This design comes from an exercise in tuning for small area on the open sky130 flow, not from production work. In this exercise RTL edits were held to simulation tests only and were not proved equivalent to the original. Power and IR drop assume default switching activity.

== yarrow ==
==> flow/design.v <==
module display_chronometer #(parameter CLK_DIV = 100) (
    input            clk,
    input            rst,
    input            start,
    input            stop,
    input            restart,
    output [7:0]     hex_display,
    output [3:0]     an
);
   localparam IDLE = 2'd0, RUN = 2'd1, STOP = 2'd2, START = 2'd3;
   localparam [6:0] CNT_0 = 7'b0000001, CNT_1 = 7'b0000010, CNT_TICK = 7'b0111011;
   reg q1, q2;
   always @(posedge clk or posedge rst)
     if (rst) begin q1 <= 1'b0; q2 <= 1'b0; end
     else begin q1 <= start; q2 <= q1; end
   wire b_start   =  q2 & ~restart & ~stop;
   wire b_stop    = ~q2 & ~restart &  stop;
   wire b_restart = ~q2 &  restart & ~stop;
   reg [1:0]  st;
   reg [15:0] value;
   reg [6:0]  cnt;
   reg        wen, ren;
   reg [3:0]  wa;
   reg        busy, a10, we, ack;
   reg [15:0] data;
   reg [15:0] rdata;
   reg        warm0, warm1;
   reg [12:0] dcnt;
   wire [1:0] ph = dcnt[1:0];
   reg        init;                
   reg        cv, cpt, csr;         
   reg [1:0]  cage;
   reg [3:0]  ca;
   reg        ov;                  
   wire [3:0] oa = ca - 4'd1;
   reg        rp;                  
   reg [15:0] ring0 [0:3];
   reg [15:0] ring1 [0:3];
   reg [15:0] ring2 [0:3];
   reg [15:0] ring3 [0:3];
   wire take_wr  = ~busy & wen;
   wire take_rd  = ~busy & ~wen & ren;
   wire take_wr0 = take_wr & (st == STOP);
   wire ack_now  = busy & ack;
   wire busy_nxt = take_wr | take_rd | (busy & ~ack);
   wire warm_sel = a10 ? warm1 : warm0;
   wire [3:0] ta = wa - 4'd1;      
   wire [1:0] ev_c = ca[1:0] + ph;
   wire [1:0] ev_o = oa[1:0] + ph;
   wire [1:0] ev_t = ta[1:0] + ph;
   wire stay_stop = (st == STOP) & ~b_start & ~b_restart;
   wire tp        = (st == STOP) & b_start & ~busy_nxt;
   wire c_elig    = (cage == 2'd1) ? ~stay_stop : (cage == 2'd2) ? ~tp : 1'b1;
   wire commit_c  = cv & (ev_c == 2'd3) & c_elig;
   wire commit_o  = ov & (ev_o == 2'd3);
   wire [15:0] wsrc = (commit_o | csr) ? rdata : data;
   wire [3:0] wp;
   assign wp[0] = ~init | (commit_c & (ca[3:2] == 2'd0)) | (commit_o & (oa[3:2] == 2'd0));
   assign wp[1] = ~init | (commit_c & (ca[3:2] == 2'd1)) | (commit_o & (oa[3:2] == 2'd1));
   assign wp[2] = ~init | (commit_c & (ca[3:2] == 2'd2)) | (commit_o & (oa[3:2] == 2'd2));
   assign wp[3] = ~init | (commit_c & (ca[3:2] == 2'd3)) | (commit_o & (oa[3:2] == 2'd3));
   reg [15:0] tail;
   always @(*) begin
      case (ta[3:2])
        2'd0: tail = ring0[3];
        2'd1: tail = ring1[3];
        2'd2: tail = ring2[3];
        default: tail = ring3[3];
      endcase
   end
   wire rd_take_w = take_rd & warm0;
   wire rd_now    = (rd_take_w | rp) & (ev_t == 2'd3);
   wire byp       = (commit_c & ~cpt & (ca == ta)) | (commit_o & (oa == ta));
   wire [15:0] sample = byp ? wsrc : tail;
   integer k;
   always @(posedge clk) begin
      ring0[0] <= wp[0] ? wsrc : ring0[3];
      ring1[0] <= wp[1] ? wsrc : ring1[3];
      ring2[0] <= wp[2] ? wsrc : ring2[3];
      ring3[0] <= wp[3] ? wsrc : ring3[3];
      for (k = 1; k < 4; k = k + 1) begin
         ring0[k] <= ring0[k-1];
         ring1[k] <= ring1[k-1];
         ring2[k] <= ring2[k-1];
         ring3[k] <= ring3[k-1];
      end
   end
   always @(posedge clk or posedge rst) begin
      if (rst) begin
         st <= IDLE; wen <= 1'b0; ren <= 1'b0; wa <= 4'd0;
         busy <= 1'b0; ack <= 1'b0; data <= 16'd0;
         warm0 <= 1'b0; warm1 <= 1'b0;
         init <= 1'b0; cv <= 1'b0; csr <= 1'b0; ov <= 1'b0; rp <= 1'b0;
      end else begin
         case (st)
           IDLE: begin
              wen <= ~b_start;
              if (b_start) st <= RUN;
           end
           RUN: begin
              if (b_stop) begin
                 st <= STOP;
                 wen <= 1'b1;
              end else if (b_restart) begin
                 st <= IDLE;
              end else begin
                 wen <= (cnt == CNT_TICK);
              end
           end
           STOP: begin
              wen <= 1'b0;
              if (b_start | b_restart) wa <= wa + 4'd1;
              if (b_start) begin
                 st <= START;
                 ren <= 1'b1;
              end else if (b_restart) begin
                 st <= IDLE;
              end
           end
           START: begin
              ren <= 1'b0;
              if (ack_now) st <= RUN;
           end
         endcase
         if (take_wr) begin
            busy <= 1'b1;
            data <= value;
         end else if (take_rd) begin
            busy <= 1'b1;
         end else if (ack_now) begin
            busy <= 1'b0;
         end
         if (busy & ~ack) begin
            if (warm_sel) ack <= 1'b1;
            else if (a10) warm1 <= 1'b1;
            else warm0 <= 1'b1;
         end else begin
            ack <= 1'b0;
         end
         if (ph == 2'd3) init <= 1'b1;
         if (rd_now) rp <= 1'b0;
         else if (rd_take_w) rp <= 1'b1;
         if (commit_o) ov <= 1'b0;
         if (take_wr0) begin
            if (cv & ~commit_c) ov <= 1'b1;
            cv <= 1'b1;
            csr <= 1'b0;
         end else if (cv) begin
            if (commit_c) cv <= 1'b0;
            if (take_wr) csr <= 1'b1;
         end
      end
   end
   always @(posedge clk) begin
      case (st)
        IDLE: begin
           value <= 16'd0;
           cnt <= CNT_0;
        end
        RUN: begin
           if (~b_stop & ~b_restart) begin
              if (cnt == CNT_TICK) begin
                 value <= value + 16'd1;
                 cnt <= CNT_1;
              end else begin
                 cnt <= {cnt[5:0], cnt[6] ^ cnt[5]};
              end
           end
        end
        STOP: begin
           if (b_start) value <= (ack_now & we) ? data : rdata;
        end
        default: ;
      endcase
      if (take_wr) begin
         a10 <= (st != STOP);
         we <= 1'b1;
      end else if (take_rd) begin
         a10 <= 1'b0;
         we <= 1'b0;
      end
      if (ack_now & we) rdata <= data;
      else if (take_rd & ~warm0) rdata <= 16'd0;    
      else if (rd_now) rdata <= sample;
      if (take_wr0) begin
         ca <= wa;
         cage <= 2'd1;
         cpt <= 1'b0;
      end else if (cv) begin
         if (cage != 2'd3) cage <= cage + 2'd1;
         if (cage == 2'd2 && tp) cpt <= 1'b1;
      end
   end
   always @(posedge clk or posedge rst)
     if (rst) dcnt <= 13'd0;
     else dcnt <= dcnt + 13'd1;
   reg [3:0] digit;
   reg [3:0] an_r;
   always @(*) begin
      case (dcnt[12:11])
        2'b00: begin digit = data[3:0];   an_r = 4'b1110; end
        2'b01: begin digit = data[7:4];   an_r = 4'b1101; end
        2'b10: begin digit = data[11:8];  an_r = 4'b1011; end
        default: begin digit = data[15:12]; an_r = 4'b0111; end
      endcase
   end
   assign an = an_r;
   reg [6:0] seg;
   always @(*) begin
      case (digit)
        4'h0: seg = 7'b1000000;
        4'h1: seg = 7'b1111001;
        4'h2: seg = 7'b0100100;
        4'h3: seg = 7'b0110000;
        4'h4: seg = 7'b0011001;
        4'h5: seg = 7'b0010010;
        4'h6: seg = 7'b0000010;
        4'h7: seg = 7'b1111000;
        4'h8: seg = 7'b0000000;
        4'h9: seg = 7'b0010000;
        4'ha: seg = 7'b0001000;
        4'hb: seg = 7'b0000011;
        4'hc: seg = 7'b1000110;
        4'hd: seg = 7'b0100001;
        4'he: seg = 7'b0000110;
        default: seg = 7'b0001110;
      endcase
   end
   assign hex_display = {1'b1, seg};
endmodule
==> flow/config.mk <==
export PLATFORM = sky130hd
export DESIGN_NAME = display_chronometer
export DESIGN_NICKNAME = display_chronometer
export VERILOG_FILES = /design/flow/design.v
export SDC_FILE = /design/flow/constraint.sdc
export NUM_CORES = 4
export LEC_CHECK = 0
export CAP_MARGIN = 0
export CORE_MARGIN = 2
export CORE_UTILIZATION = 40
export SLEW_MARGIN = 0
==> flow/constraint.sdc <==
create_clock -name core_clock -period 10.0 [get_ports {clk}]
set_input_delay 2.0000 -clock core_clock [delete_from_list [all_inputs] [get_ports {clk}]]
set_output_delay 2.0000 -clock core_clock [all_outputs]
set_load 0.01 [all_outputs]
standard.sh (not shown) runs the stock make flow with config.mk's settings and CLKGATE_MAP_FILE= SYNTH_SCRIPT=/design/flow/synth_recipe.tcl, a recipe that flattens the netlist after the stock synthesis.
==> flow/flow/run.sh <==
#!/bin/bash
# Layout flow: the standard layout (standard.sh) with these changes:
#  * synthesis runs synth_recipe.tcl with an area-oriented abc mapping script
#    (flow/synth.tcl, flow/area.abc); everything else in it is unchanged;
#  * clock tree: clkbuf_4 buffers, clusters of at most 10 sinks, no dummy
#    loads;
#  * port buffers (every input and output still gets one) are buf_1 cells
#    instead of the default clkdlybuf4s50_1.
# Each tool's output: flow_synth.log and flow_make.log here, and ORFS's own
# per-step logs under orfs/logs/.
set -euo pipefail
W=$(pwd)
export FLOW_WORK=$W
export FLOW_ABC_SCRIPT=$W/flow/area.abc
# synthesis only, with our script; standard.sh then finds it done
make -C "$FLOW_HOME" DESIGN_CONFIG="$FLOW_CONFIG" WORK_HOME="$W/orfs" CLKGATE_MAP_FILE= \
  SYNTH_SCRIPT="$W/flow/synth.tcl" synth > flow_synth.log 2>&1
export CTS_ARGS="-sink_clustering_enable -repair_clock_nets -dont_use_dummy_load -buf_list sky130_fd_sc_hd__clkbuf_4 -sink_clustering_size 10 -sink_clustering_max_diameter 35"
export BUFFER_PORTS_ARGS="-buffer_cell sky130_fd_sc_hd__buf_1"
bash standard.sh > flow_make.log 2>&1
==> flow/flow/area.abc <==
&get -n
&st
&dch
&nf -C 32 -p -R 100 -F 10 -A 10 -a
&put
==> flow/flow/synth.tcl <==
# The standard synthesis (synth_recipe.tcl, unchanged), with only the abc
# technology-mapping script swapped for an area-oriented one (flow/area.abc).
# Registers are mapped before abc runs, so they come out as in the standard
# synthesis.
proc abc {args} {
  set i [lsearch -exact $args -script]
  if {$i >= 0} { lset args [expr {$i + 1}] $::env(FLOW_ABC_SCRIPT) }
  yosys abc {*}$args
}
source $::env(FLOW_WORK)/synth_recipe.tcl
For delta, these inputs were changed with respect to yarrow:
--- a/flow/design.v
+++ b/flow/design.v
@@ -26,13 +26,13 @@
    reg [15:0] rdata;
    reg        warm0, warm1;
    reg [12:0] dcnt;
    wire [1:0] ph = dcnt[1:0];
    reg        init;                
    reg        cv, cpt, csr;         
-   reg [1:0]  cage;
+   reg        cage1, cage2;        
    reg [3:0]  ca;
    reg        ov;                  
    wire [3:0] oa = ca - 4'd1;
    reg        rp;                  
    reg [15:0] ring0 [0:3];
    reg [15:0] ring1 [0:3];
@@ -47,13 +47,13 @@
    wire [3:0] ta = wa - 4'd1;      
    wire [1:0] ev_c = ca[1:0] + ph;
    wire [1:0] ev_o = oa[1:0] + ph;
    wire [1:0] ev_t = ta[1:0] + ph;
    wire stay_stop = (st == STOP) & ~b_start & ~b_restart;
    wire tp        = (st == STOP) & b_start & ~busy_nxt;
-   wire c_elig    = (cage == 2'd1) ? ~stay_stop : (cage == 2'd2) ? ~tp : 1'b1;
+   wire c_elig    = cage1 ? ~stay_stop : cage2 ? ~tp : 1'b1;
    wire commit_c  = cv & (ev_c == 2'd3) & c_elig;
    wire commit_o  = ov & (ev_o == 2'd3);
    wire [15:0] wsrc = (commit_o | csr) ? rdata : data;
    wire [3:0] wp;
    assign wp[0] = ~init | (commit_c & (ca[3:2] == 2'd0)) | (commit_o & (oa[3:2] == 2'd0));
    assign wp[1] = ~init | (commit_c & (ca[3:2] == 2'd1)) | (commit_o & (oa[3:2] == 2'd1));
@@ -65,15 +65,15 @@
         2'd0: tail = ring0[3];
         2'd1: tail = ring1[3];
         2'd2: tail = ring2[3];
         default: tail = ring3[3];
       endcase
    end
-   wire rd_take_w = take_rd & warm0;
+   wire rd_take_w = take_rd;
    wire rd_now    = (rd_take_w | rp) & (ev_t == 2'd3);
-   wire byp       = (commit_c & ~cpt & (ca == ta)) | (commit_o & (oa == ta));
+   wire byp       = (commit_c & ~cpt & (ca[3:2] == ta[3:2])) | (commit_o & (oa[3:2] == ta[3:2]));
    wire [15:0] sample = byp ? wsrc : tail;
    integer k;
    always @(posedge clk) begin
       ring0[0] <= wp[0] ? wsrc : ring0[3];
       ring1[0] <= wp[1] ? wsrc : ring1[3];
       ring2[0] <= wp[2] ? wsrc : ring2[3];
@@ -164,34 +164,35 @@
                  cnt <= CNT_1;
               end else begin
                  cnt <= {cnt[5:0], cnt[6] ^ cnt[5]};
               end
            end
         end
-        STOP: begin
-           if (b_start) value <= (ack_now & we) ? data : rdata;
+        START: begin
+           if (ren) value <= rdata;
         end
         default: ;
       endcase
       if (take_wr) begin
          a10 <= (st != STOP);
          we <= 1'b1;
       end else if (take_rd) begin
          a10 <= 1'b0;
          we <= 1'b0;
       end
       if (ack_now & we) rdata <= data;
-      else if (take_rd & ~warm0) rdata <= 16'd0;    
       else if (rd_now) rdata <= sample;
       if (take_wr0) begin
          ca <= wa;
-         cage <= 2'd1;
+         cage1 <= 1'b1;
+         cage2 <= 1'b0;
          cpt <= 1'b0;
       end else if (cv) begin
-         if (cage != 2'd3) cage <= cage + 2'd1;
-         if (cage == 2'd2 && tp) cpt <= 1'b1;
+         cage1 <= 1'b0;
+         cage2 <= cage1;
+         if (cage2 && tp) cpt <= 1'b1;
       end
    end
    always @(posedge clk or posedge rst)
      if (rst) dcnt <= 13'd0;
      else dcnt <= dcnt + 13'd1;
    reg [3:0] digit;
### Flow results
- Between delta and yarrow, the switching portion of total power is higher for yarrow.
- The site row count number comes out higher for yarrow vs delta.
- On layout overhead on the synthesized area, delta and yarrow are neck and neck.
- delta vs. yarrow: starting density of the core has remained practically unchanged, minimum setup slack in the final design has increased, power in sequential cells has remained practically unchanged, first-iteration DRC count has decreased, logic depth of the worst setup path including buffers has increased.

==> re-timing with driven ports <==
No port has a modelled driver above. Below, the same layouts with a new extraction and two added sets of constraints.
Step 1, drivers: a clkbuf_16 drives clk and a buf_2 each remaining input, both assumed.
Step 2 also shifts input and output timing later by t, the mid clock arrival at the registers, as if the neighbouring blocks saw the same clock.
a / b / c = ideal / step 1 / step 2; a / b = the first two.
| run | t, ns | setup WS [ns] | worst hold slack (ns) | worst setup path at the end |
|---|---|---|---|---|
| yarrow | 0.682 | 4.986 / 4.947 / 5.026 | 0.280 / 0.280 / 0.280 | input to register |
| delta | 0.690 | 5.065 / 5.023 / 5.001 | 0.289 / 0.289 / 0.289 | input to register |
After both steps setup and hold are still met in every run listed. The setup slack of delta, which loses most, moves by -0.042 ns with the drivers and by -0.064 ns with both steps.
